Background: an optimization exercise with open tools, aiming at small area and a short achievable clock period. Do not read the settings as production practice.
Where RTL was checked, it was by simulation tests only, not by an equivalence proof against the original.

==> 05-07 <==
==> flow/design.v (excerpt) <==
module izhikevich (clk, a, b, c, d, v, u, i, v_prime, u_prime, fired);
clock: 24.0 ns
lec_check: 0
abc_area: 1
cap_margin: 20
core_margin: 2
core_utilization: 40
slew_margin: 20
standard.sh (not shown) runs the stock make flow with config.mk's settings and CLKGATE_MAP_FILE= SYNTH_SCRIPT=/design/flow/synth_recipe.tcl, a recipe that flattens the netlist after the stock synthesis.
==> flow/flow/run.sh <==
#!/bin/bash
# Standard ORFS layout through the standard.sh, with two changes:
# no full/half-adder cell extraction in synthesis (ABC maps the adder logic
# to ordinary gates), and timing repair aiming for a larger setup slack.
set -euo pipefail
bash standard.sh ADDER_MAP_FILE= SETUP_SLACK_MARGIN=11 finish > standard_flow.log 2>&1
==> inputs of 12-12, as changes to 05-07 <==
==> flow/flow/run.sh (replaced) <==
#!/bin/bash
# Standard ORFS layout (the standard.sh, unchanged synthesis), with the
# timing-repair steps aiming for a larger setup slack than the default.
set -euo pipefail
bash standard.sh SETUP_SLACK_MARGIN=9 finish > standard_flow.log 2>&1
==> inputs of 09-18, as changes to 05-07 <==
==> flow/flow/run.sh (replaced) <==
#!/bin/bash
# Standard ORFS layout (the standard.sh, unchanged synthesis), with the
# timing-repair steps aiming for a larger setup slack than the default.
set -euo pipefail
bash standard.sh SETUP_SLACK_MARGIN=7 finish > standard_flow.log 2>&1
==> impl_metrics.tcl <==
set metrics [dict create \
    outcome "finished clean" \
    avgSynthCellArea_um2 4.81 \
    synth_top_area_cell "nand2_1" \
    yosysUniqueCellTypes 70 \
    n_fill_cell 9184 \
    vias 43854 \
    final_common_cell "nand2_1" \
    grt.total_usage_pct 28.2 \
    grt_pass1_wl_um 197000 \
    dp_hpwl_um 99100 \
    multi_input_area_share_pct 77.3 \
]
[end of results for 05-07]
==> impl_metrics.tcl <==
set metrics [dict create \
    cts.repair.resized 55 \
    yosys_warnings 1 \
    yosysUniqueCellTypes 62 \
    grt.total_usage_pct 23.3 \
    final_common_cell "inv_1" \
    dp_hpwl_um 67300 \
    synth_nets 4446 \
    nNonClkInverters 757 \
    final_cell_mix "inv_1, xor2_1, nand2_1, ha_1, o22ai_1" \
    num_rows 96 \
    multi_input_area_mm2 0.0238 \
    post-route-drc-count 0 \
    grt_pass1_wl_um 132000 \
    multi_input_area_share_pct 76.4 \
    crit_buf_inv 16 \
    vias 24491 \
    n_fill_cell 6994 \
    outcome "finished clean" \
]
[end of results for 09-18]
==> impl_metrics.tcl <==
set metrics [dict create \
    outcome "finished clean" \
    avgSynthCellArea_um2 7.62 \
    final_common_cell "inv_1" \
    synth_top_area_cell "fa_1" \
    multi_input_area_share_pct 73.2 \
    vias 25738 \
    grt.overflow.total 0 \
    n_fill_cell 6475 \
    dp_hpwl_um 67400 \
    grt_pass1_wl_um 138000 \
    yosysUniqueCellTypes 62 \
]
[end of results for 12-12]

* * *

==> v36: inputs <==
Another version of the RTL of izhikevich (not shown whole).
export LEC_CHECK = 0
export CAP_MARGIN = 20
export CORE_MARGIN = 2
export CORE_UTILIZATION = 40
export SETUP_SLACK_MARGIN = 5
export SLEW_MARGIN = 20
create_clock -name core_clock -period 24.0 [get_ports {clk}]
run.sh (not shown) runs the stock make flow with config.mk's settings and CLKGATE_MAP_FILE= SYNTH_SCRIPT=/design/flow/synth_recipe.tcl, a recipe that flattens the netlist after the stock synthesis.
Stock flow here: none of the scripts above is used.
==> v22 (differences from v36) <==
SETUP_SLACK_MARGIN = default   (was 5)
==> summary.txt <==
v36 ran to the end with no violations. v22 ran to the end with no violations. Clock-buffer cell count is the same in v22 and v36. Of v22 and v36, v36 has the higher fmax (gap 10%, measured against v36). Of v36 and v22, v36 has the higher routed wire length (gap 0.59%, measured against v22).
No run of this note included a check of the RTL's function; only the layout flow was run.

* * *

==> build 97: inputs <==
Another version of the RTL of izhikevich (not shown whole).
export LEC_CHECK = 0
export ABC_CLOCK_PERIOD_IN_PS = 2000
export CAP_MARGIN = 20
export CORE_MARGIN = 2
export CORE_UTILIZATION = 40
export SLEW_MARGIN = 20
create_clock -name core_clock -period 24.0 [get_ports {clk}]
==> trial 59 (differences from build 97) <==
- ABC_CLOCK_PERIOD_IN_PS: 2000 -> default
==> summary.txt <==
- In global-route usage, trial 59 and build 97 do not differ.
- Cell area is the same in build 97 and trial 59.
- In critical path depth, trial 59 and build 97 do not differ.
- Area after synthesis is the same in trial 59 and build 97.
No run of this note included a check of the RTL's function; only the layout flow was run.

* * *

==> build 49 <==
Another version of the RTL of izhikevich (not shown whole).
Settings: LEC_CHECK=0, ABC_AREA=1, CAP_MARGIN=20, CORE_MARGIN=2, CORE_UTILIZATION=55, SLEW_MARGIN=20; clock period 24.0 ns.
standard.sh (not shown) runs the stock make flow with config.mk's settings and CLKGATE_MAP_FILE= SYNTH_SCRIPT=/design/flow/synth_recipe.tcl, a recipe that flattens the netlist after the stock synthesis.
==> flow/flow/run.sh <==
#!/bin/bash
# Standard ORFS layout through the standard.sh, with two changes:
# no full/half-adder cell extraction in synthesis (ABC maps the adder logic
# to ordinary gates), and timing repair aiming for a larger setup slack.
set -euo pipefail
bash standard.sh ADDER_MAP_FILE= SETUP_SLACK_MARGIN=10 finish > standard_flow.log 2>&1
==> build 74 (differences from build 49) <==
CORE_UTILIZATION = 40   (was 55)
==> summary.txt <==
                                                          build 49        build 74
Chip Height                                               250.9 um        293.5 um
HPWL Detailed                                             92.01 mm        99.47 mm
Well-tap cell count                                            782           1,080
Detailed-route wire length per cell                       14.88 um        15.46 um
Post-placement worst setup slack                          9.970 ns        9.851 ns
Total iterations of the first detailed-routing run               6               8
Result of the run                                   finished clean  finished clean
Detailed route wirelength on metal2                       52.22 mm        57.47 mm
Arrival time worst endpoint                               13.43 ns        13.30 ns
Final critical-path setup slack                           10.80 ns        10.87 ns
Total Die Area                                        62,950 sq um    86,150 sq um
Final cell count without fillers                             7,811           8,130
Max layer used                                                met5            met4
Area occupied by multi-input gates                    28,680 sq um    28,790 sq um
Worst slew pin tran                                       1.147 ns        1.114 ns
Final clock period utilization by the worst path            55.00%          54.71%
Sequential share of cell area                               1.951%          1.915%

* * *

==> job 5271: inputs <==
RTL: one of the versions met above, not the one the previous note started from.
Design izhikevich, start of the top module:
module izhikevich (clk, a, b, c, d, v, u, i, v_prime, u_prime, fired);
  input clk;
  input [16:0] a, b, c, d, v, u, i;
  output reg [16:0] v_prime, u_prime;
  output reg fired;
  wire n1 = v[0] & v[2];
  wire n2 = v[0] ^ v[2];
  wire n3 = v[1] & v[3];
  wire n4 = v[1] ^ v[3];
  wire n5 = v[2] & v[4];
  wire n6 = v[2] ^ v[4];
  wire n7 = v[3] & v[5];
  wire n8 = v[3] ^ v[5];
  wire n9 = v[4] & v[6];
  wire n10 = v[4] ^ v[6];
  wire n11 = v[5] & v[7];
  wire n12 = v[5] ^ v[7];
  wire n13 = v[6] & v[8];
  wire n14 = v[6] ^ v[8];
  wire n15 = v[7] & v[9];
  wire n16 = v[7] ^ v[9];
  wire n17 = v[8] & v[10];
  wire n18 = v[8] ^ v[10];
  wire n19 = v[9] & v[11];
  wire n20 = v[9] ^ v[11];
  wire n21 = v[10] & v[12];
  wire n22 = v[10] ^ v[12];
  wire n23 = v[11] & v[13];
  wire n24 = v[11] ^ v[13];
  wire n25 = v[12] & v[14];
  wire n26 = v[12] ^ v[14];
  wire n27 = v[13] & v[15];
  wire n28 = v[13] ^ v[15];
  wire n29 = v[1] & v[0];
  wire n30 = n4 & n1;
  wire n31 = n3 | n30;
  wire n32 = n4 & n2;
  wire n33 = n8 & n5;
  wire n34 = n7 | n33;
  wire n35 = n8 & n6;
  wire n36 = n12 & n9;
  wire n37 = n11 | n36;
  wire n38 = n12 & n10;
  wire n39 = n16 & n13;
  wire n40 = n15 | n39;
  wire n41 = n16 & n14;
  wire n42 = n20 & n17;
  wire n43 = n19 | n42;
  wire n44 = n20 & n18;
  wire n45 = n24 & n21;
  wire n46 = n23 | n45;
  wire n47 = n24 & n22;
  wire n48 = n28 & n25;
  wire n49 = n27 | n48;
  wire n50 = n28 & n26;
  wire n51 = v[15] & v[14];
  wire n52 = n2 & n29;
  wire n53 = n32 & n29;
  wire n54 = n10 & n34;
  wire n55 = n9 | n54;
  wire n56 = n10 & n35;
  wire n57 = n38 & n34;
  wire n58 = n37 | n57;
  wire n59 = n38 & n35;
  wire n60 = n18 & n40;
  wire n61 = n17 | n60;
  wire n62 = n18 & n41;
  wire n63 = n44 & n40;
  wire n64 = n43 | n63;
  wire n65 = n44 & n41;
  wire n66 = n26 & n46;
  wire n67 = n25 | n66;
  wire n68 = n26 & n47;
  wire n69 = n50 & n46;
  wire n70 = n49 | n69;
  wire n71 = n50 & n47;
  wire n72 = n6 & n31;
  wire n73 = n5 | n72;
  wire n74 = n6 & n53;
  wire n75 = n35 & n31;
  wire n76 = n34 | n75;
  wire n77 = n35 & n53;
  wire n78 = n56 & n31;
  wire n79 = n55 | n78;
  wire n80 = n56 & n53;
  wire n81 = n59 & n31;
  ...
export LEC_CHECK = 0
export ABC_AREA = 1
export CAP_MARGIN = 20
export CORE_MARGIN = 2
export CORE_UTILIZATION = 40
export SLEW_MARGIN = 20
create_clock -name core_clock -period 24.0 [get_ports {clk}]
==> flow/flow/run.sh <==
#!/bin/bash
# Standard ORFS layout (the standard.sh, unchanged synthesis), with the
# timing-repair steps aiming for a larger setup slack than the default.
set -euo pipefail
bash standard.sh SETUP_SLACK_MARGIN=10 finish > standard_flow.log 2>&1
==> inputs of job 5180, as changes to job 5271 <==
==> flow/flow/run.sh (replaced) <==
#!/bin/bash
# Standard ORFS layout (the standard.sh, unchanged synthesis), with the
# timing-repair steps aiming for a larger setup slack than the default.
set -euo pipefail
bash standard.sh SETUP_SLACK_MARGIN=7.5 finish > standard_flow.log 2>&1
--- a/flow/config.mk
+++ b/flow/config.mk
@@ -9,4 +9,4 @@
 export CAP_MARGIN = 20
 export CORE_MARGIN = 2
-export CORE_UTILIZATION = 40
+export CORE_UTILIZATION = 55
 export SLEW_MARGIN = 20
==> inputs of job 8620, as changes to job 5271 <==
==> flow/flow/run.sh (replaced) <==
#!/bin/bash
# Standard ORFS layout through the standard.sh, with two changes:
# no full/half-adder cell extraction in synthesis (ABC maps the adder logic
# to ordinary gates), and timing repair aiming for a larger setup slack.
set -euo pipefail
bash standard.sh ADDER_MAP_FILE= SETUP_SLACK_MARGIN=10.5 finish > standard_flow.log 2>&1
--- a/flow/config.mk
+++ b/flow/config.mk
@@ -9,4 +9,4 @@
 export CAP_MARGIN = 20
 export CORE_MARGIN = 2
-export CORE_UTILIZATION = 40
+export CORE_UTILIZATION = 50
 export SLEW_MARGIN = 20
==> impl_metrics.env <==
export IMPL_outcome="timing/DRC/antenna clean"
export IMPL_grtUsageMet2_pct=42.9
export IMPL_synth_distinct_cells=62
export IMPL_synth_commonest_cells="inv_1, xor2_1, nand2_1"
export IMPL_path_buf_inv=23
export IMPL_max_stage_delay_ps=550
export IMPL_yosysMostFrequentCell="inv_1"
export IMPL_inverters=759
export IMPL_tightest_slew_ps=1130
export IMPL_crit_fanout=12
That was job 5271.
==> impl_metrics.env <==
export IMPL_inverters=756
export IMPL_grtUsageMet2_pct=57.2
export IMPL_worstPathArrival_ps=16310
export IMPL_max_stage_delay_ps=550
export IMPL_tightest_slew_ps=1090
export IMPL_crit_fanout=8
export IMPL_drt_first_pass_iters=6
export IMPL_io_pins=155
export IMPL_synth_distinct_cells=62
export IMPL_synth_commonest_cells="inv_1, xor2_1, nand2_1"
export IMPL_port_buffers=154
export IMPL_fin_crit_ps=16130
export IMPL_syn_nets=4446
export IMPL_yosysMostFrequentCell="inv_1"
export IMPL_path_buf_inv=21
export IMPL_outcome="timing/DRC/antenna clean"
That was job 5180.
==> impl_metrics.env <==
export IMPL_path_buf_inv=7
export IMPL_yosysMostFrequentCell="nand2_1"
export IMPL_grtUsageMet2_pct=54.2
export IMPL_crit_required_ps=24240
export IMPL_max_stage_delay_ps=450
export IMPL_synth_commonest_cells="nand2_1, nand3_1, inv_1"
export IMPL_synth_distinct_cells=70
export IMPL_inverters=876
export IMPL_crit_fanout=23
export IMPL_tightest_slew_ps=1190
export IMPL_outcome="timing/DRC/antenna clean"
That was job 8620.

* * *

==> trial 65: inputs <==
Starting RTL as in the previous note.
// izhikevich
module izhikevich (clk, a, b, c, d, v, u, i, v_prime, u_prime, fired);
  input clk;
  input [16:0] a, b, c, d, v, u, i;
  output reg [16:0] v_prime, u_prime;
  output reg fired;
  wire n1 = v[0] & v[2];
  wire n2 = v[0] ^ v[2];
  wire n3 = v[1] & v[3];
  wire n4 = v[1] ^ v[3];
  wire n5 = v[2] & v[4];
  wire n6 = v[2] ^ v[4];
  wire n7 = v[3] & v[5];
  wire n8 = v[3] ^ v[5];
  wire n9 = v[4] & v[6];
  wire n10 = v[4] ^ v[6];
  wire n11 = v[5] & v[7];
  wire n12 = v[5] ^ v[7];
  wire n13 = v[6] & v[8];
  wire n14 = v[6] ^ v[8];
  wire n15 = v[7] & v[9];
  wire n16 = v[7] ^ v[9];
  wire n17 = v[8] & v[10];
  wire n18 = v[8] ^ v[10];
  wire n19 = v[9] & v[11];
  wire n20 = v[9] ^ v[11];
  wire n21 = v[10] & v[12];
  wire n22 = v[10] ^ v[12];
  wire n23 = v[11] & v[13];
  wire n24 = v[11] ^ v[13];
  wire n25 = v[12] & v[14];
  wire n26 = v[12] ^ v[14];
  wire n27 = v[13] & v[15];
  wire n28 = v[13] ^ v[15];
  wire n29 = v[1] & v[0];
  wire n30 = n4 & n1;
  wire n31 = n3 | n30;
  wire n32 = n4 & n2;
  wire n33 = n8 & n5;
  wire n34 = n7 | n33;
  wire n35 = n8 & n6;
  wire n36 = n12 & n9;
  wire n37 = n11 | n36;
  wire n38 = n12 & n10;
  wire n39 = n16 & n13;
  wire n40 = n15 | n39;
  wire n41 = n16 & n14;
  wire n42 = n20 & n17;
  wire n43 = n19 | n42;
  wire n44 = n20 & n18;
  wire n45 = n24 & n21;
  wire n46 = n23 | n45;
  wire n47 = n24 & n22;
  wire n48 = n28 & n25;
  wire n49 = n27 | n48;
  wire n50 = n28 & n26;
  wire n51 = v[15] & v[14];
  wire n52 = n2 & n29;
  wire n53 = n32 & n29;
  wire n54 = n10 & n34;
  wire n55 = n9 | n54;
  wire n56 = n10 & n35;
  wire n57 = n38 & n34;
  wire n58 = n37 | n57;
  wire n59 = n38 & n35;
  wire n60 = n18 & n40;
  wire n61 = n17 | n60;
  wire n62 = n18 & n41;
  wire n63 = n44 & n40;
  wire n64 = n43 | n63;
  wire n65 = n44 & n41;
  wire n66 = n26 & n46;
  wire n67 = n25 | n66;
  wire n68 = n26 & n47;
  wire n69 = n50 & n46;
  wire n70 = n49 | n69;
  wire n71 = n50 & n47;
  wire n72 = n6 & n31;
  ...
make LEC_CHECK=0 CAP_MARGIN=20 CORE_MARGIN=2 CORE_UTILIZATION=40 SLEW_MARGIN=20 finish   # period 24.0 ns
run.sh (not shown) runs the stock make flow with config.mk's settings and CLKGATE_MAP_FILE= SYNTH_SCRIPT=/design/flow/synth_recipe.tcl, a recipe that flattens the netlist after the stock synthesis.
Stock flow here: none of the scripts above is used.
==> build 19 (differences from trial 65) <==
==> flow/flow/run.sh (new file) <==
#!/bin/bash
# Standard ORFS layout (the standard.sh, unchanged synthesis), with the
# timing-repair steps aiming for a larger setup slack than the default.
set -euo pipefail
bash standard.sh SETUP_SLACK_MARGIN=7.5 finish > standard_flow.log 2>&1
==> flow/standard.sh (new file) <==
#!/bin/bash
# synth_recipe.tcl (not shown) runs the flow's synth.tcl, then flattens the netlist and writes it again
# the make line also repeats each setting of config.mk as NAME=value (left out here)
make -C /OpenROAD-flow-scripts/flow DESIGN_CONFIG=/design/flow/config.mk WORK_HOME=/design/flow/orfs CLKGATE_MAP_FILE= SYNTH_SCRIPT=/design/flow/synth_recipe.tcl "${@:-finish}"
ABC_AREA = 1   (was default)
TNS_END_PERCENT = 50   (was default)
removed: flow/run.sh
==> notes <==
Against trial 65, the wire length of build 19 is larger by about 1.6%.
In trial 65 the count of clock-buffer cells in the layout is lower than in build 19, by 1.
Between build 19 and trial 65, the lower cell area is in trial 65 (gap about 2.8%, measured against trial 65).
Of build 19 and trial 65, trial 65 has the higher worst hold slack (gap 0.0065 ns).
Synthesized cell count: build 19 is higher than trial 65 (7.6%).
Of build 19 and trial 65, build 19 has the higher setup slack (gap 2.7 ns).
Of trial 65 and build 19, build 19 has the higher cell count (gap 7.6%, measured against build 19).
In trial 65 the global-route usage is lower than in build 19, by 0.76 points.
In build 19 the utilization is higher than in trial 65, by 2.2 points.

## afterwards: timing with drivers on the ports
How much do the figures lean on ideal ports? The routed layouts below were timed once more, with nothing changed but the port constraints. Step 1 (the two cells are an assumption about what drives the block):
set clk [get_ports {clk}]
set_driving_cell -lib_cell sky130_fd_sc_hd__clkbuf_16 $clk
set_driving_cell -lib_cell sky130_fd_sc_hd__buf_2 [delete_from_list [all_inputs] $clk]
Step 2 adds t to the input delays and takes it off the output delays; t is the mean of the earliest and latest rising clock arrival at the registers after step 1. Input paths then give back, and output paths get back, about the clock's delay inside the block. Three values: no drivers, after step 1, after step 2; two values: the first two.
run | t, ns | slack for setup (ns) | worst setup path after step 2 | slew at the worst register clock pin (ns) | worst slew at a driven data input, ns
05-07 | 0.363 | 11.519 / 11.552 / 11.189 | input to register | 0.07 / 0.07 | 0.08
12-12 | 0.310 | 8.696 / 8.628 / 8.318 | input to register | 0.06 / 0.06 | 0.14
09-18 | 0.314 | 7.718 / 7.722 / 7.408 | input to register | 0.06 / 0.06 | 0.07
v36 | 0.323 | 5.662 / 5.676 / 5.353 | input to register | 0.06 / 0.06 | 0.06
v22 | 0.323 | 3.555 / 3.571 / 3.249 | input to register | 0.06 / 0.06 | 0.06
build 97 | 0.339 | 3.601 / 3.540 / 3.201 | input to register | 0.07 / 0.07 | 0.10
trial 59 | 0.339 | 3.601 / 3.540 / 3.201 | input to register | 0.07 / 0.07 | 0.10
build 49 | 0.315 | 10.800 / 10.812 / 10.497 | input to register | 0.06 / 0.06 | 0.07
build 74 | 0.311 | 10.869 / 10.876 / 10.565 | input to register | 0.06 / 0.06 | 0.06
job 5271 | 0.317 | 8.673 / 8.619 / 8.302 | input to register | 0.06 / 0.06 | 0.10
job 5180 | 0.325 | 7.866 / 7.879 / 7.554 | input to register | 0.06 / 0.06 | 0.09
job 8620 | 0.351 | 11.049 / 11.077 / 10.726 | input to register | 0.07 / 0.07 | 0.07
trial 65 | 0.334 | 5.289 / 5.256 / 4.922 | input to register | 0.06 / 0.06 | 0.12
build 19 | 0.312 | 8.020 / 8.022 / 7.709 | input to register | 0.06 / 0.06 | 0.08
After both steps every run listed still meets setup and hold.
